What follows belongs to an exercise in optimizing a design on an open flow for small area and a short achievable clock period; a production flow would make more cautious choices.
No run shown here included a check of the RTL's function; only the layout flow was run.
Power figures rest on the tool's default switching activity, not on a simulated workload.

==> flow/design.v (outline; a module is shown in full before it is edited, if it fits) <==
// module fused_multiply_add: 798 lines
// module fma_fa: 4 lines
// module fma_ha: 4 lines
// module fma_gc: 3 lines
// module fma_gpc: 4 lines
// module fma_benc: 5 lines
// module fma_bsel: 3 lines
module fused_multiply_add
(
     input                                   clk
   , input                                   rst
   , input                                   cntrl_load
   , input        [31:0]                     cntrl_init
   , input                                   pass
   , input        [15:0]                     m
   , input        [15:0]                     x
   , input        [15:0]                     c
   , output logic                            y_valid_r
   , output logic [31:0]                     y_w
);
  // ...
==> flow/flow/run.sh <==
#!/bin/bash
# The standard layout (standard.sh), with two changes:
#  - synthesis maps logic with ABC's &nf mapper (flow/abc_map.script) in place of
#    ORFS's abc_area.script, which maps XOR-heavy logic to NAND2 trees;
#  - the port buffers are plain buf_2 cells instead of the default choice.
set -u
WORK=$(pwd)
rm -rf "$WORK/scripts"
cp -r "$FLOW_HOME/scripts" "$WORK/scripts"
cp "$WORK/flow/abc_map.script" "$WORK/scripts/abc_area.script"
export SCRIPTS_DIR="$WORK/scripts"
export BUFFER_PORTS_ARGS="-buffer_cell sky130_fd_sc_hd__buf_2"
bash standard.sh > standard.log 2>&1
==> flow/flow/abc_map.script <==
strash
&get -n
&fraig -x
&put
scorr
dc2
dretime
strash
&get -n
&dch -f
&nf {D}
&put
==> flow/standard.sh <==
#!/bin/bash
# synth_recipe.tcl (not shown) runs the flow's synth.tcl, then flattens the netlist and writes it again
# the make line also repeats each setting of config.mk as NAME=value (left out here)
make -C /OpenROAD-flow-scripts/flow DESIGN_CONFIG=/design/flow/config.mk WORK_HOME=/design/flow/orfs CLKGATE_MAP_FILE= SYNTH_SCRIPT=/design/flow/synth_recipe.tcl "${@:-finish}"
==> flow/config.mk <==
export PLATFORM = sky130hd
export DESIGN_NAME = fused_multiply_add
export DESIGN_NICKNAME = fused_multiply_add
export VERILOG_FILES = /design/flow/design.v
export SDC_FILE = /design/flow/constraint.sdc
export NUM_CORES = 4
export LEC_CHECK = 0
export ABC_AREA = 1
export CAP_MARGIN = 20
export CORE_MARGIN = 2
export CORE_UTILIZATION = 40
export CTS_BUF_LIST = sky130_fd_sc_hd__clkbuf_8
export SETUP_SLACK_MARGIN = 2.8
export SLEW_MARGIN = 20
export SYNTH_HIERARCHICAL = 1
export SYNTH_MINIMUM_KEEP_SIZE = 0
==> flow/constraint.sdc <==
create_clock -name core_clock -period 8.0 [get_ports {clk}]
set_input_delay 1.6000 -clock core_clock [delete_from_list [all_inputs] [get_ports {clk}]]
set_output_delay 1.6000 -clock core_clock [all_outputs]
set_load 0.01 [all_outputs]
==> impl_results.md, run 1 <==
* CP Capture Type: output pin
* DR iter-0 viols at 464
* Core area at 0.0244 mm^2
* Critical Path RT at 6.40 ns
* Worst setup path endpoint: y_w[31]
* Multi-input combinational area share at 75.0%
* Clk Latency, worst-skew pair at 0.37 ns
* Most frequent cells in the layout: 184 x fa_1, 134 x xnor2_1, 120 x a22oi_1, 115 x buf_2, 72 x dfxtp_1
* Pin count of the biggest net entering global routing at 72
* Post-CTS Hold Fix Bufs at 0
* Status: complete, no violations
* Worst R2R End: ys_r[28]
* Max Fanout on Critical Path at 5
* NetSw at 2.52 mW
* ClkCell Share at 1.64%
* CP top delay family: compound AO/OA/AOI/OAI gates
* Largest family of logic cells by synthesized area: adder cells
* HPWL Detailed at 19.8 mm
* Seq pwr share at 12.8%
* Root buf cell: clkbuf_8
* Met1 Use GR at 27.7%
* Worst Skew at 0.0111 ns
* Reg2Reg Setup Slack at 4.17 ns
* RD Place Congestion at 0.864
* H-tree depth at 3
* Sequential cell area at 0.00144 mm^2
* Postcts setup bufs at 0
* Nets at 1343
* Final worst path period share at 63.1%
* Combinational power at 4.50 mW
* Reg clk slew, reported paths at 0.08 ns
* Setup CP Type: reg2out
* Commonest cells post-synth: 184 x fa_1, 134 x xnor2_1, 120 x a22oi_1
* Placed cell areas at 0.0110 mm^2
==> run 2, diff against run 1 <==
--- a/flow/design.v
+++ b/flow/design.v
@@ -10,26 +10,26 @@
    , input        [15:0]                     c
    , output logic                            y_valid_r
    , output logic [31:0]                     y_w
 );
   logic [31:0] ys_r, yc_r;
   logic [25:14] yt_r;
   wire        opnd_en = pass;
   wire [15:0] cg = {16{opnd_en}} & c;
-  wire [15:0] xg = x;
+  wire [15:0] xg = {16{opnd_en}} & x;
   wire [16:-1] xe = {1'b0, xg, 1'b0};
   wire [15:-1] me = {m, 1'b0};
   wire [1:0] one0_d, two0_d, neg0_d;
-  assign one0_d[0] = pass & (me[0] ^ 1'b0);
-  assign two0_d[0] = pass & ((me[1] & ~me[0] & ~1'b0) | (~me[1] & me[0] & 1'b0));
-  assign neg0_d[0] = pass & me[1];
-  assign one0_d[1] = pass & (me[0] ^ 1'b0);
-  assign two0_d[1] = pass & ((me[1] & ~me[0] & ~1'b0) | (~me[1] & me[0] & 1'b0));
-  assign neg0_d[1] = pass & me[1];
+  assign one0_d[0] = (me[0] ^ 1'b0);
+  assign two0_d[0] = ((me[1] & ~me[0] & ~1'b0) | (~me[1] & me[0] & 1'b0));
+  assign neg0_d[0] = me[1];
+  assign one0_d[1] = (me[0] ^ 1'b0);
+  assign two0_d[1] = ((me[1] & ~me[0] & ~1'b0) | (~me[1] & me[0] & 1'b0));
+  assign neg0_d[1] = me[1];
   wire neg0 = neg0_d[0];
   wire [16:0] pp0;
   assign pp0[0] = (one0_d[0] & xe[0]) ^ neg0_d[0];
   fma_bsel u_b0_1 (.one(one0_d[0]), .two(two0_d[0]), .neg(neg0_d[0]), .xa(xe[1]), .xb(xe[0]), .p(pp0[1]));
   fma_bsel u_b0_2 (.one(one0_d[0]), .two(two0_d[0]), .neg(neg0_d[0]), .xa(xe[2]), .xb(xe[1]), .p(pp0[2]));
   fma_bsel u_b0_3 (.one(one0_d[0]), .two(two0_d[0]), .neg(neg0_d[0]), .xa(xe[3]), .xb(xe[2]), .p(pp0[3]));
   fma_bsel u_b0_4 (.one(one0_d[0]), .two(two0_d[0]), .neg(neg0_d[0]), .xa(xe[4]), .xb(xe[3]), .p(pp0[4]));
   fma_bsel u_b0_5 (.one(one0_d[0]), .two(two0_d[0]), .neg(neg0_d[0]), .xa(xe[5]), .xb(xe[4]), .p(pp0[5]));
@@ -40,18 +40,18 @@
   fma_bsel u_b0_10 (.one(one0_d[1]), .two(two0_d[1]), .neg(neg0_d[1]), .xa(xe[10]), .xb(xe[9]), .p(pp0[10]));
   fma_bsel u_b0_11 (.one(one0_d[1]), .two(two0_d[1]), .neg(neg0_d[1]), .xa(xe[11]), .xb(xe[10]), .p(pp0[11]));
   fma_bsel u_b0_12 (.one(one0_d[1]), .two(two0_d[1]), .neg(neg0_d[1]), .xa(xe[12]), .xb(xe[11]), .p(pp0[12]));
   fma_bsel u_b0_13 (.one(one0_d[1]), .two(two0_d[1]), .neg(neg0_d[1]), .xa(xe[13]), .xb(xe[12]), .p(pp0[13]));
   fma_bsel u_b0_14 (.one(one0_d[1]), .two(two0_d[1]), .neg(neg0_d[1]), .xa(xe[14]), .xb(xe[13]), .p(pp0[14]));
   fma_bsel u_b0_15 (.one(one0_d[1]), .two(two0_d[1]), .neg(neg0_d[1]), .xa(xe[15]), .xb(xe[14]), .p(pp0[15]));
   assign pp0[16] = (two0_d[1] & xe[15]) ^ neg0_d[1];
   wire [1:0] one1_d, two1_d, neg1_d;
-  fma_benc u_e1_0 (.en(pass), .b2(me[3]), .b1(me[2]), .b0(me[1]), .one(one1_d[0]), .two(two1_d[0]), .neg(neg1_d[0]));
-  fma_benc u_e1_1 (.en(pass), .b2(me[3]), .b1(me[2]), .b0(me[1]), .one(one1_d[1]), .two(two1_d[1]), .neg(neg1_d[1]));
+  fma_benc1 u_e1_0 (.b2(me[3]), .b1(me[2]), .b0(me[1]), .one(one1_d[0]), .two(two1_d[0]), .neg(neg1_d[0]));
+  fma_benc1 u_e1_1 (.b2(me[3]), .b1(me[2]), .b0(me[1]), .one(one1_d[1]), .two(two1_d[1]), .neg(neg1_d[1]));
   wire neg1 = neg1_d[0];
   wire [16:0] pp1;
   assign pp1[0] = (one1_d[0] & xe[0]) ^ neg1_d[0];
   fma_bsel u_b1_1 (.one(one1_d[0]), .two(two1_d[0]), .neg(neg1_d[0]), .xa(xe[1]), .xb(xe[0]), .p(pp1[1]));
   fma_bsel u_b1_2 (.one(one1_d[0]), .two(two1_d[0]), .neg(neg1_d[0]), .xa(xe[2]), .xb(xe[1]), .p(pp1[2]));
   fma_bsel u_b1_3 (.one(one1_d[0]), .two(two1_d[0]), .neg(neg1_d[0]), .xa(xe[3]), .xb(xe[2]), .p(pp1[3]));
   fma_bsel u_b1_4 (.one(one1_d[0]), .two(two1_d[0]), .neg(neg1_d[0]), .xa(xe[4]), .xb(xe[3]), .p(pp1[4]));
   fma_bsel u_b1_5 (.one(one1_d[0]), .two(two1_d[0]), .neg(neg1_d[0]), .xa(xe[5]), .xb(xe[4]), .p(pp1[5]));
@@ -62,18 +62,18 @@
   fma_bsel u_b1_10 (.one(one1_d[1]), .two(two1_d[1]), .neg(neg1_d[1]), .xa(xe[10]), .xb(xe[9]), .p(pp1[10]));
   fma_bsel u_b1_11 (.one(one1_d[1]), .two(two1_d[1]), .neg(neg1_d[1]), .xa(xe[11]), .xb(xe[10]), .p(pp1[11]));
   fma_bsel u_b1_12 (.one(one1_d[1]), .two(two1_d[1]), .neg(neg1_d[1]), .xa(xe[12]), .xb(xe[11]), .p(pp1[12]));
   fma_bsel u_b1_13 (.one(one1_d[1]), .two(two1_d[1]), .neg(neg1_d[1]), .xa(xe[13]), .xb(xe[12]), .p(pp1[13]));
   fma_bsel u_b1_14 (.one(one1_d[1]), .two(two1_d[1]), .neg(neg1_d[1]), .xa(xe[14]), .xb(xe[13]), .p(pp1[14]));
   fma_bsel u_b1_15 (.one(one1_d[1]), .two(two1_d[1]), .neg(neg1_d[1]), .xa(xe[15]), .xb(xe[14]), .p(pp1[15]));
   assign pp1[16] = (two1_d[1] & xe[15]) ^ neg1_d[1];
   wire [1:0] one2_d, two2_d, neg2_d;
-  fma_benc u_e2_0 (.en(pass), .b2(me[5]), .b1(me[4]), .b0(me[3]), .one(one2_d[0]), .two(two2_d[0]), .neg(neg2_d[0]));
-  fma_benc u_e2_1 (.en(pass), .b2(me[5]), .b1(me[4]), .b0(me[3]), .one(one2_d[1]), .two(two2_d[1]), .neg(neg2_d[1]));
+  fma_benc1 u_e2_0 (.b2(me[5]), .b1(me[4]), .b0(me[3]), .one(one2_d[0]), .two(two2_d[0]), .neg(neg2_d[0]));
+  fma_benc1 u_e2_1 (.b2(me[5]), .b1(me[4]), .b0(me[3]), .one(one2_d[1]), .two(two2_d[1]), .neg(neg2_d[1]));
   wire neg2 = neg2_d[0];
   wire [16:0] pp2;
   assign pp2[0] = (one2_d[0] & xe[0]) ^ neg2_d[0];
   fma_bsel u_b2_1 (.one(one2_d[0]), .two(two2_d[0]), .neg(neg2_d[0]), .xa(xe[1]), .xb(xe[0]), .p(pp2[1]));
   fma_bsel u_b2_2 (.one(one2_d[0]), .two(two2_d[0]), .neg(neg2_d[0]), .xa(xe[2]), .xb(xe[1]), .p(pp2[2]));
   fma_bsel u_b2_3 (.one(one2_d[0]), .two(two2_d[0]), .neg(neg2_d[0]), .xa(xe[3]), .xb(xe[2]), .p(pp2[3]));
   fma_bsel u_b2_4 (.one(one2_d[0]), .two(two2_d[0]), .neg(neg2_d[0]), .xa(xe[4]), .xb(xe[3]), .p(pp2[4]));
   fma_bsel u_b2_5 (.one(one2_d[0]), .two(two2_d[0]), .neg(neg2_d[0]), .xa(xe[5]), .xb(xe[4]), .p(pp2[5]));
@@ -84,18 +84,18 @@
   fma_bsel u_b2_10 (.one(one2_d[1]), .two(two2_d[1]), .neg(neg2_d[1]), .xa(xe[10]), .xb(xe[9]), .p(pp2[10]));
   fma_bsel u_b2_11 (.one(one2_d[1]), .two(two2_d[1]), .neg(neg2_d[1]), .xa(xe[11]), .xb(xe[10]), .p(pp2[11]));
   fma_bsel u_b2_12 (.one(one2_d[1]), .two(two2_d[1]), .neg(neg2_d[1]), .xa(xe[12]), .xb(xe[11]), .p(pp2[12]));
   fma_bsel u_b2_13 (.one(one2_d[1]), .two(two2_d[1]), .neg(neg2_d[1]), .xa(xe[13]), .xb(xe[12]), .p(pp2[13]));
   fma_bsel u_b2_14 (.one(one2_d[1]), .two(two2_d[1]), .neg(neg2_d[1]), .xa(xe[14]), .xb(xe[13]), .p(pp2[14]));
   fma_bsel u_b2_15 (.one(one2_d[1]), .two(two2_d[1]), .neg(neg2_d[1]), .xa(xe[15]), .xb(xe[14]), .p(pp2[15]));
   assign pp2[16] = (two2_d[1] & xe[15]) ^ neg2_d[1];
   wire [1:0] one3_d, two3_d, neg3_d;
-  fma_benc u_e3_0 (.en(pass), .b2(me[7]), .b1(me[6]), .b0(me[5]), .one(one3_d[0]), .two(two3_d[0]), .neg(neg3_d[0]));
-  fma_benc u_e3_1 (.en(pass), .b2(me[7]), .b1(me[6]), .b0(me[5]), .one(one3_d[1]), .two(two3_d[1]), .neg(neg3_d[1]));
+  fma_benc1 u_e3_0 (.b2(me[7]), .b1(me[6]), .b0(me[5]), .one(one3_d[0]), .two(two3_d[0]), .neg(neg3_d[0]));
+  fma_benc1 u_e3_1 (.b2(me[7]), .b1(me[6]), .b0(me[5]), .one(one3_d[1]), .two(two3_d[1]), .neg(neg3_d[1]));
   wire neg3 = neg3_d[0];
   wire [16:0] pp3;
   assign pp3[0] = (one3_d[0] & xe[0]) ^ neg3_d[0];
   fma_bsel u_b3_1 (.one(one3_d[0]), .two(two3_d[0]), .neg(neg3_d[0]), .xa(xe[1]), .xb(xe[0]), .p(pp3[1]));
   fma_bsel u_b3_2 (.one(one3_d[0]), .two(two3_d[0]), .neg(neg3_d[0]), .xa(xe[2]), .xb(xe[1]), .p(pp3[2]));
   fma_bsel u_b3_3 (.one(one3_d[0]), .two(two3_d[0]), .neg(neg3_d[0]), .xa(xe[3]), .xb(xe[2]), .p(pp3[3]));
   fma_bsel u_b3_4 (.one(one3_d[0]), .two(two3_d[0]), .neg(neg3_d[0]), .xa(xe[4]), .xb(xe[3]), .p(pp3[4]));
   fma_bsel u_b3_5 (.one(one3_d[0]), .two(two3_d[0]), .neg(neg3_d[0]), .xa(xe[5]), .xb(xe[4]), .p(pp3[5]));
@@ -106,18 +106,18 @@
   fma_bsel u_b3_10 (.one(one3_d[1]), .two(two3_d[1]), .neg(neg3_d[1]), .xa(xe[10]), .xb(xe[9]), .p(pp3[10]));
   fma_bsel u_b3_11 (.one(one3_d[1]), .two(two3_d[1]), .neg(neg3_d[1]), .xa(xe[11]), .xb(xe[10]), .p(pp3[11]));
   fma_bsel u_b3_12 (.one(one3_d[1]), .two(two3_d[1]), .neg(neg3_d[1]), .xa(xe[12]), .xb(xe[11]), .p(pp3[12]));
   fma_bsel u_b3_13 (.one(one3_d[1]), .two(two3_d[1]), .neg(neg3_d[1]), .xa(xe[13]), .xb(xe[12]), .p(pp3[13]));
   fma_bsel u_b3_14 (.one(one3_d[1]), .two(two3_d[1]), .neg(neg3_d[1]), .xa(xe[14]), .xb(xe[13]), .p(pp3[14]));
   fma_bsel u_b3_15 (.one(one3_d[1]), .two(two3_d[1]), .neg(neg3_d[1]), .xa(xe[15]), .xb(xe[14]), .p(pp3[15]));
   assign pp3[16] = (two3_d[1] & xe[15]) ^ neg3_d[1];
   wire [1:0] one4_d, two4_d, neg4_d;
-  fma_benc u_e4_0 (.en(pass), .b2(me[9]), .b1(me[8]), .b0(me[7]), .one(one4_d[0]), .two(two4_d[0]), .neg(neg4_d[0]));
-  fma_benc u_e4_1 (.en(pass), .b2(me[9]), .b1(me[8]), .b0(me[7]), .one(one4_d[1]), .two(two4_d[1]), .neg(neg4_d[1]));
+  fma_benc1 u_e4_0 (.b2(me[9]), .b1(me[8]), .b0(me[7]), .one(one4_d[0]), .two(two4_d[0]), .neg(neg4_d[0]));
+  fma_benc1 u_e4_1 (.b2(me[9]), .b1(me[8]), .b0(me[7]), .one(one4_d[1]), .two(two4_d[1]), .neg(neg4_d[1]));
   wire neg4 = neg4_d[0];
   wire [16:0] pp4;
   assign pp4[0] = (one4_d[0] & xe[0]) ^ neg4_d[0];
   fma_bsel u_b4_1 (.one(one4_d[0]), .two(two4_d[0]), .neg(neg4_d[0]), .xa(xe[1]), .xb(xe[0]), .p(pp4[1]));
   fma_bsel u_b4_2 (.one(one4_d[0]), .two(two4_d[0]), .neg(neg4_d[0]), .xa(xe[2]), .xb(xe[1]), .p(pp4[2]));
   fma_bsel u_b4_3 (.one(one4_d[0]), .two(two4_d[0]), .neg(neg4_d[0]), .xa(xe[3]), .xb(xe[2]), .p(pp4[3]));
   fma_bsel u_b4_4 (.one(one4_d[0]), .two(two4_d[0]), .neg(neg4_d[0]), .xa(xe[4]), .xb(xe[3]), .p(pp4[4]));
   fma_bsel u_b4_5 (.one(one4_d[0]), .two(two4_d[0]), .neg(neg4_d[0]), .xa(xe[5]), .xb(xe[4]), .p(pp4[5]));
@@ -128,18 +128,18 @@
   fma_bsel u_b4_10 (.one(one4_d[1]), .two(two4_d[1]), .neg(neg4_d[1]), .xa(xe[10]), .xb(xe[9]), .p(pp4[10]));
   fma_bsel u_b4_11 (.one(one4_d[1]), .two(two4_d[1]), .neg(neg4_d[1]), .xa(xe[11]), .xb(xe[10]), .p(pp4[11]));
   fma_bsel u_b4_12 (.one(one4_d[1]), .two(two4_d[1]), .neg(neg4_d[1]), .xa(xe[12]), .xb(xe[11]), .p(pp4[12]));
   fma_bsel u_b4_13 (.one(one4_d[1]), .two(two4_d[1]), .neg(neg4_d[1]), .xa(xe[13]), .xb(xe[12]), .p(pp4[13]));
   fma_bsel u_b4_14 (.one(one4_d[1]), .two(two4_d[1]), .neg(neg4_d[1]), .xa(xe[14]), .xb(xe[13]), .p(pp4[14]));
   fma_bsel u_b4_15 (.one(one4_d[1]), .two(two4_d[1]), .neg(neg4_d[1]), .xa(xe[15]), .xb(xe[14]), .p(pp4[15]));
   assign pp4[16] = (two4_d[1] & xe[15]) ^ neg4_d[1];
   wire [1:0] one5_d, two5_d, neg5_d;
-  fma_benc u_e5_0 (.en(pass), .b2(me[11]), .b1(me[10]), .b0(me[9]), .one(one5_d[0]), .two(two5_d[0]), .neg(neg5_d[0]));
-  fma_benc u_e5_1 (.en(pass), .b2(me[11]), .b1(me[10]), .b0(me[9]), .one(one5_d[1]), .two(two5_d[1]), .neg(neg5_d[1]));
+  fma_benc1 u_e5_0 (.b2(me[11]), .b1(me[10]), .b0(me[9]), .one(one5_d[0]), .two(two5_d[0]), .neg(neg5_d[0]));
+  fma_benc1 u_e5_1 (.b2(me[11]), .b1(me[10]), .b0(me[9]), .one(one5_d[1]), .two(two5_d[1]), .neg(neg5_d[1]));
   wire neg5 = neg5_d[0];
   wire [16:0] pp5;
   assign pp5[0] = (one5_d[0] & xe[0]) ^ neg5_d[0];
   fma_bsel u_b5_1 (.one(one5_d[0]), .two(two5_d[0]), .neg(neg5_d[0]), .xa(xe[1]), .xb(xe[0]), .p(pp5[1]));
   fma_bsel u_b5_2 (.one(one5_d[0]), .two(two5_d[0]), .neg(neg5_d[0]), .xa(xe[2]), .xb(xe[1]), .p(pp5[2]));
   fma_bsel u_b5_3 (.one(one5_d[0]), .two(two5_d[0]), .neg(neg5_d[0]), .xa(xe[3]), .xb(xe[2]), .p(pp5[3]));
   fma_bsel u_b5_4 (.one(one5_d[0]), .two(two5_d[0]), .neg(neg5_d[0]), .xa(xe[4]), .xb(xe[3]), .p(pp5[4]));
   fma_bsel u_b5_5 (.one(one5_d[0]), .two(two5_d[0]), .neg(neg5_d[0]), .xa(xe[5]), .xb(xe[4]), .p(pp5[5]));
@@ -150,18 +150,18 @@
   fma_bsel u_b5_10 (.one(one5_d[1]), .two(two5_d[1]), .neg(neg5_d[1]), .xa(xe[10]), .xb(xe[9]), .p(pp5[10]));
   fma_bsel u_b5_11 (.one(one5_d[1]), .two(two5_d[1]), .neg(neg5_d[1]), .xa(xe[11]), .xb(xe[10]), .p(pp5[11]));
   fma_bsel u_b5_12 (.one(one5_d[1]), .two(two5_d[1]), .neg(neg5_d[1]), .xa(xe[12]), .xb(xe[11]), .p(pp5[12]));
   fma_bsel u_b5_13 (.one(one5_d[1]), .two(two5_d[1]), .neg(neg5_d[1]), .xa(xe[13]), .xb(xe[12]), .p(pp5[13]));
   fma_bsel u_b5_14 (.one(one5_d[1]), .two(two5_d[1]), .neg(neg5_d[1]), .xa(xe[14]), .xb(xe[13]), .p(pp5[14]));
   fma_bsel u_b5_15 (.one(one5_d[1]), .two(two5_d[1]), .neg(neg5_d[1]), .xa(xe[15]), .xb(xe[14]), .p(pp5[15]));
   assign pp5[16] = (two5_d[1] & xe[15]) ^ neg5_d[1];
   wire [1:0] one6_d, two6_d, neg6_d;
-  fma_benc u_e6_0 (.en(pass), .b2(me[13]), .b1(me[12]), .b0(me[11]), .one(one6_d[0]), .two(two6_d[0]), .neg(neg6_d[0]));
-  fma_benc u_e6_1 (.en(pass), .b2(me[13]), .b1(me[12]), .b0(me[11]), .one(one6_d[1]), .two(two6_d[1]), .neg(neg6_d[1]));
+  fma_benc1 u_e6_0 (.b2(me[13]), .b1(me[12]), .b0(me[11]), .one(one6_d[0]), .two(two6_d[0]), .neg(neg6_d[0]));
+  fma_benc1 u_e6_1 (.b2(me[13]), .b1(me[12]), .b0(me[11]), .one(one6_d[1]), .two(two6_d[1]), .neg(neg6_d[1]));
   wire neg6 = neg6_d[0];
   wire [16:0] pp6;
   assign pp6[0] = (one6_d[0] & xe[0]) ^ neg6_d[0];
   fma_bsel u_b6_1 (.one(one6_d[0]), .two(two6_d[0]), .neg(neg6_d[0]), .xa(xe[1]), .xb(xe[0]), .p(pp6[1]));
   fma_bsel u_b6_2 (.one(one6_d[0]), .two(two6_d[0]), .neg(neg6_d[0]), .xa(xe[2]), .xb(xe[1]), .p(pp6[2]));
   fma_bsel u_b6_3 (.one(one6_d[0]), .two(two6_d[0]), .neg(neg6_d[0]), .xa(xe[3]), .xb(xe[2]), .p(pp6[3]));
   fma_bsel u_b6_4 (.one(one6_d[0]), .two(two6_d[0]), .neg(neg6_d[0]), .xa(xe[4]), .xb(xe[3]), .p(pp6[4]));
   fma_bsel u_b6_5 (.one(one6_d[0]), .two(two6_d[0]), .neg(neg6_d[0]), .xa(xe[5]), .xb(xe[4]), .p(pp6[5]));
@@ -172,18 +172,18 @@
   fma_bsel u_b6_10 (.one(one6_d[1]), .two(two6_d[1]), .neg(neg6_d[1]), .xa(xe[10]), .xb(xe[9]), .p(pp6[10]));
   fma_bsel u_b6_11 (.one(one6_d[1]), .two(two6_d[1]), .neg(neg6_d[1]), .xa(xe[11]), .xb(xe[10]), .p(pp6[11]));
   fma_bsel u_b6_12 (.one(one6_d[1]), .two(two6_d[1]), .neg(neg6_d[1]), .xa(xe[12]), .xb(xe[11]), .p(pp6[12]));
   fma_bsel u_b6_13 (.one(one6_d[1]), .two(two6_d[1]), .neg(neg6_d[1]), .xa(xe[13]), .xb(xe[12]), .p(pp6[13]));
   fma_bsel u_b6_14 (.one(one6_d[1]), .two(two6_d[1]), .neg(neg6_d[1]), .xa(xe[14]), .xb(xe[13]), .p(pp6[14]));
   fma_bsel u_b6_15 (.one(one6_d[1]), .two(two6_d[1]), .neg(neg6_d[1]), .xa(xe[15]), .xb(xe[14]), .p(pp6[15]));
   assign pp6[16] = (two6_d[1] & xe[15]) ^ neg6_d[1];
   wire [1:0] one7_d, two7_d, neg7_d;
-  fma_benc u_e7_0 (.en(pass), .b2(me[15]), .b1(me[14]), .b0(me[13]), .one(one7_d[0]), .two(two7_d[0]), .neg(neg7_d[0]));
-  fma_benc u_e7_1 (.en(pass), .b2(me[15]), .b1(me[14]), .b0(me[13]), .one(one7_d[1]), .two(two7_d[1]), .neg(neg7_d[1]));
+  fma_benc1 u_e7_0 (.b2(me[15]), .b1(me[14]), .b0(me[13]), .one(one7_d[0]), .two(two7_d[0]), .neg(neg7_d[0]));
+  fma_benc1 u_e7_1 (.b2(me[15]), .b1(me[14]), .b0(me[13]), .one(one7_d[1]), .two(two7_d[1]), .neg(neg7_d[1]));
   wire neg7 = neg7_d[0];
   wire [16:0] pp7;
   assign pp7[0] = (one7_d[0] & xe[0]) ^ neg7_d[0];
   fma_bsel u_b7_1 (.one(one7_d[0]), .two(two7_d[0]), .neg(neg7_d[0]), .xa(xe[1]), .xb(xe[0]), .p(pp7[1]));
   fma_bsel u_b7_2 (.one(one7_d[0]), .two(two7_d[0]), .neg(neg7_d[0]), .xa(xe[2]), .xb(xe[1]), .p(pp7[2]));
   fma_bsel u_b7_3 (.one(one7_d[0]), .two(two7_d[0]), .neg(neg7_d[0]), .xa(xe[3]), .xb(xe[2]), .p(pp7[3]));
   fma_bsel u_b7_4 (.one(one7_d[0]), .two(two7_d[0]), .neg(neg7_d[0]), .xa(xe[4]), .xb(xe[3]), .p(pp7[4]));
   fma_bsel u_b7_5 (.one(one7_d[0]), .two(two7_d[0]), .neg(neg7_d[0]), .xa(xe[5]), .xb(xe[4]), .p(pp7[5]));
@@ -806,16 +806,21 @@
 endmodule
 module fma_gc (input gh, input ph, input gl, output g);
   assign g = gh | (ph & gl);
 endmodule
 module fma_gpc (input gh, input ph, input gl, input pl, output g, output p);
   assign g = gh | (ph & gl);
   assign p = ph & pl;
 endmodule
+module fma_benc1 (input b2, input b1, input b0, output one, output two, output neg);
+  assign one = b1 ^ b0;
+  assign two = (b2 & ~b1 & ~b0) | (~b2 & b1 & b0);
+  assign neg = b2;
+endmodule
 module fma_benc (input en, input b2, input b1, input b0, output one, output two, output neg);
   assign one = en & (b1 ^ b0);
   assign two = en & ((b2 & ~b1 & ~b0) | (~b2 & b1 & b0));
   assign neg = en & b2;
 endmodule
 module fma_bsel (input one, input two, input neg, input xa, input xb, output p);
   assign p = ((one & xa) | (two & xb)) ^ neg;
 endmodule
--- a/flow/config.mk
+++ b/flow/config.mk
@@ -5,12 +5,12 @@
 export SDC_FILE = /design/flow/constraint.sdc
 export NUM_CORES = 4
 export LEC_CHECK = 0
 export ABC_AREA = 1
 export CAP_MARGIN = 20
 export CORE_MARGIN = 2
 export CORE_UTILIZATION = 40
 export CTS_BUF_LIST = sky130_fd_sc_hd__clkbuf_8
-export SETUP_SLACK_MARGIN = 2.8
+export SETUP_SLACK_MARGIN = 3.0
 export SLEW_MARGIN = 20
 export SYNTH_HIERARCHICAL = 1
 export SYNTH_MINIMUM_KEEP_SIZE = 0
==> run 2 against run 1 <==
Net effect:
- still clean on timing, DRC and antenna
- die area is 0.87% higher
- combinational power up 9.3%
- global-route usage grew 0.34 points
- clock-buffer cell count increased by 1
- critical endpoint is now yc_r[13]
==> impl_results.md, run 2 <==
* H-tree depth at 3 (unchanged)
* # setup viols final at 0
* Leading cell type in the layout, fill and taps excluded: fa_1
* Row cnt at 58
* Max_cap viols at 0
* Critical Path RT at 8.24 ns (+1.84 ns)
* NetSw at 2.70 mW (+7.4%)
* Final Hold Vio Count at 0
* Status: complete, no violations
* CP Capture Type: flip-flop
* Post-synthesis area per instance at 11.3 um^2
* Seq pwr share at 12.1% (-0.7 points)
* Seq/Total Area, Yosys at 14.3%
* Ys flop type: dfxtp_1
* Top-area cell type share of the netlist area at 36.5%
* Share of cells above drive strength 1 at 16.3%
* Crit start category: primary input
* Setup_tns at 0 ns
* Worst Skew at 0.00910 ns (-0.00198 ns)
* Initial antenna violation count at 1
* Synthesized instance count at 893
* Clk pwr share at 5.2%
* Reg2Reg Setup Slack at 4.19 ns (+0.02 ns)
* Clk Latency, worst-skew pair at 0.39 ns (+0.02 ns)
* # port buffers at 116
* Cell Pwr Density at 523 mW/mm^2
* Clock sinks at 72
* Max Fanout on Critical Path at 29 (+24)
* Die height at 163 um
* Worst hold path class: reg2reg
* Area grow syn2layout at 12.9%
* Max-slew violations at 0
* Synth area leaders: fa_1 37%, dfxtp_1 14%, xnor2_1 12%
* Synth Register Bits at 72
* DR iter-0 viols at 515 (+11%)
* Worst relative slew slack at 41.1%
* Post-synth EDFFs at 0
* First-pass GRT wire length at 41.2 mm
* Die area at 0.0265 mm^2
* Library cells used by synthesis at 17
* Root buf cell: clkbuf_8
* HPWL Detailed at 19.6 mm (-0.86%)
* CTS Buf Count at 9
* Remaining global-route overflow at 0
* Post-CTS Hold Fix Bufs at 0 (unchanged)
* Hold WS at 0.853 ns
* Cells along the critical path: buf_4 -> a21oi_1 -> nor2_1 -> a22oi_1 -> xnor2_1 -> fa_1 -> fa_1 -> fa_1 -> fa_1 -> nor2b_1
* Remaining antenna violation count at 0
* RSZ-0062 raised after global routing: true
* Vias per cell at 5.25
* Comb power frac at 82.7%
* Worst R2R Path Depth at 8
* Max Fclk at 0.205 GHz
* Leading area contributor after synthesis: fa_1
* Max clock buf depth at 2
* Mapped Area at 0.0101 mm^2
* Int Pwr at 3.24 mW
* Final min period at 4.89 ns
* Most frequent cell after synthesis: fa_1
* Final worst path period share at 61.1% (-2.0 points)
* Biggest register: ys_r
* Measured slew at the worst slew-check pin at 0.883 ns
* Ys async rst share at 0%
* Critical-path top delay cell: fa_1
* Critical Path Most Common Cell: fa_1
* Regs by FF count: ys_r x32, yc_r x31, yt_r x8
* Via count at 7123
* WL final at 24.8 mm
* Max incr delay on CP at 0.54 ns
* Worst hold stages at 3
* Arrival @ worst endpoint at 5.13 ns
* Switching Fraction at 45.5%
* Reg clk slew, reported paths at 0.08 ns (about the same)
* Vias in the first global route at 7659
* RD Place Congestion at 0.898 (+3.9%)
* Nets at 1336 (-0.52%)
* Max reg flops at 32
* Die width at 163 um
* Ys Warns at 7
* Gr usage total at 20.2%
* DRT Pass-1 Iters at 6
* Setup CP Type: in2reg
* Io pins at 117
* Core area at 0.0250 mm^2 (+2.3%)
* Max rail drop VDD at 0.396 mV
* CTS tree: built
* P_leak at 4.75 nW
* DR WL/cell at 18.3 um
* Commonest cells post-synth: 184 x fa_1, 135 x xnor2_1, 120 x a22oi_1
* Util after Layout at 45.6%
* Pin count of the biggest net entering global routing at 72 (unchanged)
* Most frequent cells in the layout: 183 x fa_1, 135 x xnor2_1, 120 x a22oi_1, 109 x buf_2, 70 x dfxtp_1
* Remaining DRCs at 0
* Initial Util at 40.4%
==> run 2: cell types whose count changed after synthesis <==
cell and delta:
nand2_1 -29, and2_0 +15, buf_4 +14, clkinv_1 -14, nand3_1 +14, nand4b_1 -14, nor2_1 +14, o21a_1 +14
o21ai_0 -14, o31ai_1 -14, xor2_1 +14, mux2i_1 -1, xnor2_1 +1
==> run 2: per-layer routing <==
metal	up-vias	global-route usage (%)	wire (um)
met4	0	5.87	471
met3	32	4.13	1440
li1	3292	-	-
met5	-	0	0
met1	3549	27.9	11200
met2	250	32.1	11700
==> run 2: kinds of logic (layout without fill, tap and decap cells) <==
family                     Yosys count  after routing  share of synthesized area [%]
other                                1             10                         0.0372
and+or+nand+nor                    124            124                           7.14
AOI/OAI and AO/OA                  198            198                           14.4
muxes                               32             32                           3.58
adders and majority gates          231            231                           42.4
xor gates and xnor gates           178            178                           15.5
buffers and inverters               57            182                           2.72
DFF                                 72             72                           14.3
==> run 2: final timing paths <==
path,startpoint,end
max,m[9],yc_r[13]
min,yc_r[1],ys_r[2]
max reg2reg,ys_r[23],ys_r[28]
min reg2reg,yc_r[1],ys_r[2]
==> run 2: final cells by class <==
type	instances	area, um^2
fill	2448	13600
sequential	72	1440
clock inverter	5	47.5
antenna	1	2.50
timing repair buffer	125	666
multi-input combinational	772	8500
inverter	41	154
clock buffer	11	151
tap	330	413
==> run 2: Yosys stat by module, one instance, submodules excluded <==
module | cells | flops+latches
fma_benc1 | 5 | 0
fma_bsel | 2 | 0
fma_fa | 1 | 0
fma_gc | 1 | 0
fma_gpc | 2 | 0
fma_ha | 1 | 0
fused_multiply_add | 295 | 72
==> run 2: worst max-delay path, delay by kind of cell <==
| family | cells | cell delay, ns |
|---|---|---|
| adder cells (fa/ha/maj) | 4 | 1.88 |
| AND/OR/NAND/NOR | 2 | 0.67 |
| buffers and inverters | 1 | 0.39 |
| AO/OA/AOI/OAI | 2 | 0.36 |
| XOR/XNOR | 1 | 0.21 |
==> run 2: power groups by stage <==
stage / Combinational [mW] / Clock (mW) / Sequential [mW]
floorplan: 3.57 / 0 / 0.704
global placement: 4.83 / 0 / 0.728
detailed placement: 4.91 / 0 / 0.731
CTS: 5.06 / 0.317 / 0.723
global route: 5.71 / 0.332 / 0.749
finish: 4.92 / 0.308 / 0.718
==> run 2: timing repair <==
item                                    in CTS  in global routing
pin swaps                                    9                  5
resized for setup                           38                 16
hold endpoints to repair                     0                  0
buffers inserted                             5                  2
endpoints found under the setup margin      33                 22
==> run 2: through the flow <==
| step | instance area [um^2] | std cells | setup slack, ns | total power [mW] |
|---|---|---|---|---|
| 2_1_floorplan | 10100 | 901 | 3.30 | 4.27 |
| 3_3_place_gp | 11000 | 1333 | 2.28 | 5.56 |
| 3_5_place_dp | 11000 | 1333 | 2.18 | 5.64 |
| 4_1_cts | 11300 | 1354 | 3.00 | 6.10 |
| 5_1_grt | 11400 | 1356 | 2.98 | 6.79 |
| 6_report | 11400 | 1357 | 3.11 | 5.95 |
==> run 3, diff against run 2 <==
==> flow/flow/run.sh (replaced) <==
#!/bin/bash
# The standard layout (standard.sh), with two changes:
#  - synthesis maps logic with ABC's &nf mapper (flow/abc_map.script) in place of
#    ORFS's abc_area.script, which maps XOR-heavy logic to NAND2 trees;
#  - the port buffers are plain buf_1 cells instead of the default choice.
set -u
WORK=$(pwd)
rm -rf "$WORK/scripts"
cp -r "$FLOW_HOME/scripts" "$WORK/scripts"
cp "$WORK/flow/abc_map.script" "$WORK/scripts/abc_area.script"
export SCRIPTS_DIR="$WORK/scripts"
export BUFFER_PORTS_ARGS="-buffer_cell sky130_fd_sc_hd__buf_1"
bash standard.sh > standard.log 2>&1
--- a/flow/config.mk
+++ b/flow/config.mk
@@ -8,7 +8,7 @@
 export ABC_AREA = 1
 export CAP_MARGIN = 20
 export CORE_MARGIN = 2
-export CORE_UTILIZATION = 40
+export CORE_UTILIZATION = 60
 export CTS_BUF_LIST = sky130_fd_sc_hd__clkbuf_8
 export SETUP_SLACK_MARGIN = 3.0
 export SLEW_MARGIN = 20
==> run 3 against run 2 <==
Net effect:
- largest cell class unchanged
- critical path type is now reg2out
- clock power rose by 12%
- critical path depth rose by 2
- die area fell by 33%
- still clean
==> impl_results.md, run 3 <==
* Hold WS at 0.858 ns (+0.00512 ns)
* Max incr delay on CP at 0.60 ns (+0.06 ns)
* Max rail drop VDD at 0.476 mV (+20%)
* WL final at 23.4 mm (-5.7%)
* Crit start category: flip-flop
* DRT Pass-1 Iters at 7 (+1)
* # setup viols final at 0 (unchanged)
* Arrival @ worst endpoint at 3.31 ns (-1.82 ns)
* Synth Register Bits at 72 (unchanged)
* Root buf cell: clkbuf_8
* Via count at 7250 (+1.8%)
* Ys async rst share at 0% (unchanged)
* CP Capture Type: output pin
* Status: complete, no violations
* Reg clk slew, reported paths at 0.08 ns (about the same)
* DR iter-0 viols at 542 (+5.2%)
* Critical Path RT at 6.40 ns (-1.84 ns)
* Setup CP Type: reg2out
* Vias in the first global route at 7684 (+0.33%)
* Synthesized instance count at 893 (unchanged)
* Row cnt at 47 (-19%)
* Biggest register: ys_r
* Ys flop type: dfxtp_1
* Io pins at 117 (unchanged)
* CTS tree: built
* HPWL Detailed at 18.1 mm (-7.9%)
* Ys Warns at 7 (unchanged)
* Fillcell total at 1368 (-44%)
* Most frequent cells in the layout: 184 x fa_1, 135 x xnor2_1, 120 x a22oi_1, 107 x buf_1, 70 x dfxtp_1
* Library cells used by synthesis at 17 (unchanged)
* Die area at 0.0179 mm^2 (-33%)
* Final Hold Vio Count at 0 (unchanged)
* Final worst path period share at 61.4% (+0.29 points)
* Max reg flops at 32 (unchanged)
* Area grow syn2layout at 10.8%
* Mapped Area at 0.0101 mm^2 (unchanged)
* P_leak at 4.47 nW (-5.9%)
* Leading cell type in the layout, fill and taps excluded: fa_1
* H-tree depth at 3 (unchanged)
* Clock sinks at 72 (unchanged)
* Post-synth EDFFs at 0 (unchanged)
* Top-area cell type share of the netlist area at 36.5% (unchanged)
* Max-slew violations at 0 (unchanged)
* Gr usage total at 28.7% (+8.5 points)
* Post-CTS Hold Fix Bufs at 0 (unchanged)
* NetSw at 2.73 mW (+1.0%)
* Die height at 134 um (-18%)
* Leading area contributor after synthesis: fa_1
* Synth area leaders: fa_1 37%, dfxtp_1 14%, xnor2_1 12%
* Seq/Total Area, Yosys at 14.3% (unchanged)
* Share of cells above drive strength 1 at 6.82% (-9.5 points)
* Measured slew at the worst slew-check pin at 0.871 ns (-0.0126 ns)
* RD Place Congestion at 0.890 (-0.86%)
* Total power at 5.92 mW (-0.48%)
* # port buffers at 116 (unchanged)
* CTS Buf Count at 9 (unchanged)
* Worst hold path class: reg2reg
* Initial Util at 61.0% (+21 points)
* Clk Latency, worst-skew pair at 0.39 ns (about the same)
* Remaining antenna violation count at 0 (unchanged)
* Max_cap viols at 0 (unchanged)
* Remaining DRCs at 0 (unchanged)
* Crit. Startpoint: ys_r[15]
* Min-delay src: ys_r[0]
* Max Fclk at 0.204 GHz (-0.48%)
* Cells along the critical path: fa_1 -> ha_4 -> and2_4 -> and2_4 -> a21o_1 -> a21o_4 -> a21o_4 -> a21o_4 -> a21o_1 -> a21o_1 -> xor2_1 -> buf_2
* Die width at 134 um (-18%)
* Setup_tns at 0 ns (unchanged)
* Cell Pwr Density at 530 mW/mm^2 (+1.4%)
* Remaining global-route overflow at 0 (unchanged)
* Clk pwr share at 5.8% (+0.6 points)
* Commonest cells post-synth: 184 x fa_1, 135 x xnor2_1, 120 x a22oi_1
* Regs by FF count: ys_r x32, yc_r x31, yt_r x8
* Worst relative slew slack at 42.0% (+0.84 points)
* Nets at 1337 (+0.075%)
* Vias per cell at 5.81 (+11%)
* Final min period at 4.91 ns (+0.0235 ns)
* Most frequent cell after synthesis: fa_1
* Placed cell areas at 0.0107 mm^2 (-2.3%)
* Fin area at 0.0112 mm^2 (-1.9%)
* Critical-path top delay cell: fa_1
* DR WL/cell at 18.8 um (+2.6%)
* Diodes inserted at 0 (-1)
* Seq pwr share at 12.2% (about the same)
* Max clock buf depth at 2 (unchanged)
* RSZ-0062 raised after global routing: true
* Worst r2r src: ys_r[23]
* Worst Skew at 0.00997 ns (+0.000869 ns)
* Comb power frac at 81.9% (-0.8 points)
* Pin count of the biggest net entering global routing at 72 (unchanged)
* Switching Fraction at 46.2% (+0.69 points)
* Initial antenna violation count at 0 (-1)
* Max Fanout on Critical Path at 3 (-90%)
* Post-synthesis area per instance at 11.3 um^2 (unchanged)
* Int Pwr at 3.18 mW (-1.7%)
* First-pass GRT wire length at 39.5 mm (-4.3%)
* Core area at 0.0165 mm^2 (-34%)
[run 3: changes by cell type in the layout (fill, tap and decap cells not counted), sizes merged]
cell      delta
buf          -5
bufinv       +1
clkbuf       +6
clkinv       -1
clkinvlp     +1
diode        -1
inv          -1
[run 3: routing by layer]
metal | share of wire, % | GRT usage, % | vias to the layer above
met5 | 0 | 0 | -
met4 | 2.8 | 10.2 | 0
met3 | 4.4 | 3.23 | 39
met2 | 50 | 48.6 | 253
met1 | 42 | 38.5 | 3667
li1 | - | - | 3291
[run 3: repair_timing]
item	4_1_cts	5_1_grt
buffers inserted	5	0
resized for setup	35	29
pin swaps	11	5
setup endpoints to repair	39	24
[run 3: layout make-up]
| type | instances | area, um^2 | area share (%) |
|---|---|---|---|
| sequential | 72 | 1440 | 12.9 |
| clock buffer | 11 | 151 | 1.36 |
| tap | 220 | 275 | 2.47 |
| multi-input combinational | 772 | 8520 | 76.3 |
| clock inverter | 5 | 80.1 | 0.717 |
| inverter | 41 | 154 | 1.38 |
| timing repair buffer | 126 | 537 | 4.81 |
[run 3: kinds of logic after synthesis]
group,Yosys count,share of synthesized area (%)
flops,72,14.3
fa+ha+maj,231,42.4
compound gates,198,14.4
other cells,1,0.0372
xor+xnor,178,15.5
mux,32,3.58
simple gates,124,7.14
buf+inv,57,2.72
[run 3: modules after synthesis, one instance, submodules excluded]
| module | cells inside | flip-flops and latches | times used | cell area, um^2 |
|---|---|---|---|---|
| fused_multiply_add | 295 | 72 | 1 | 3060 |
| fma_gpc | 2 | 0 | 21 | 13.8 |
| fma_gc | 1 | 0 | 28 | 7.51 |
| fma_bsel | 2 | 0 | 120 | 16.3 |
| fma_benc1 | 5 | 0 | 14 | 32.5 |
| fma_ha | 1 | 0 | 34 | 12.5 |
| fma_fa | 1 | 0 | 184 | 20.0 |
[run 3: per-stage QoR]
stage / util (%) / setup WS, ns / std cells
after floorplan: - / 3.30 / 901
after global placement: 65.0 / 2.13 / 1226
after detailed placement: 65.0 / 2.06 / 1226
after CTS: 67.0 / 3.01 / 1247
after global routing: 67.5 / 2.98 / 1247
final: 67.5 / 3.09 / 1247
[run 3: critical path, delay by kind of cell, from the launching register on]
kind | cells | cell delay [ns]
compound gates | 6 | 1.20
xor+xnor | 1 | 0.13
fa+ha+maj | 2 | 0.82
buf+inv | 1 | 0.13
flops | 1 | 0.35
simple gates | 2 | 0.28
[run 3: worst paths after layout]
check             endpoint  slack, ns  depth (start not counted)
setup / recovery   y_w[31]       3.09                         12
hold reg to reg    ys_r[0]       0.86                          3
hold / removal     ys_r[0]       0.86                          3
setup reg to reg  ys_r[28]       4.13                          8
[run 3: power groups by stage]
stage / clock network (mW) / logic (mW) / registers, mW
5_1_grt: 0.368 / 5.66 / 0.753
3_5_place_dp: 0 / 4.77 / 0.735
6_report: 0.345 / 4.85 / 0.724
3_3_place_gp: 0 / 4.72 / 0.733
2_1_floorplan: 0 / 3.57 / 0.704
4_1_cts: 0.357 / 4.93 / 0.728

port drivers added, routing unchanged:
No port has a modelled driver above. Below, the same layouts with a new extraction and two added sets of constraints. Step 1: set_driving_cell puts a clkbuf_16 on clk and a buf_2 on each other input, an assumption about the parent block. Step 2 also shifts input and output timing later by t, the mid clock arrival at the registers, as if the neighbouring blocks saw the same clock. Three values: ideal, step 1, step 2; two values: the first two.
| run | t (ns) | setup WS [ns] | worst hold slack (ns) | slew at the worst register clock pin (ns) | cell pins on the clock port's net |
|---|---|---|---|---|---|
| run 1 | 0.411 | 2.955 / 2.912 / 2.670 | 0.853 / 0.853 / 0.853 | 0.08 / 0.08 | 1 |
| run 2 | 0.424 | 3.112 / 3.091 / 2.708 | 0.853 / 0.853 / 0.853 | 0.08 / 0.08 | 1 |
| run 3 | 0.425 | 3.089 / 3.048 / 2.766 | 0.858 / 0.858 / 0.858 | 0.08 / 0.08 | 1 |
After both steps setup and hold are still met in every run listed. The setup slack of run 2, which loses most, moves by -0.021 ns with the drivers and by -0.404 ns with both steps.
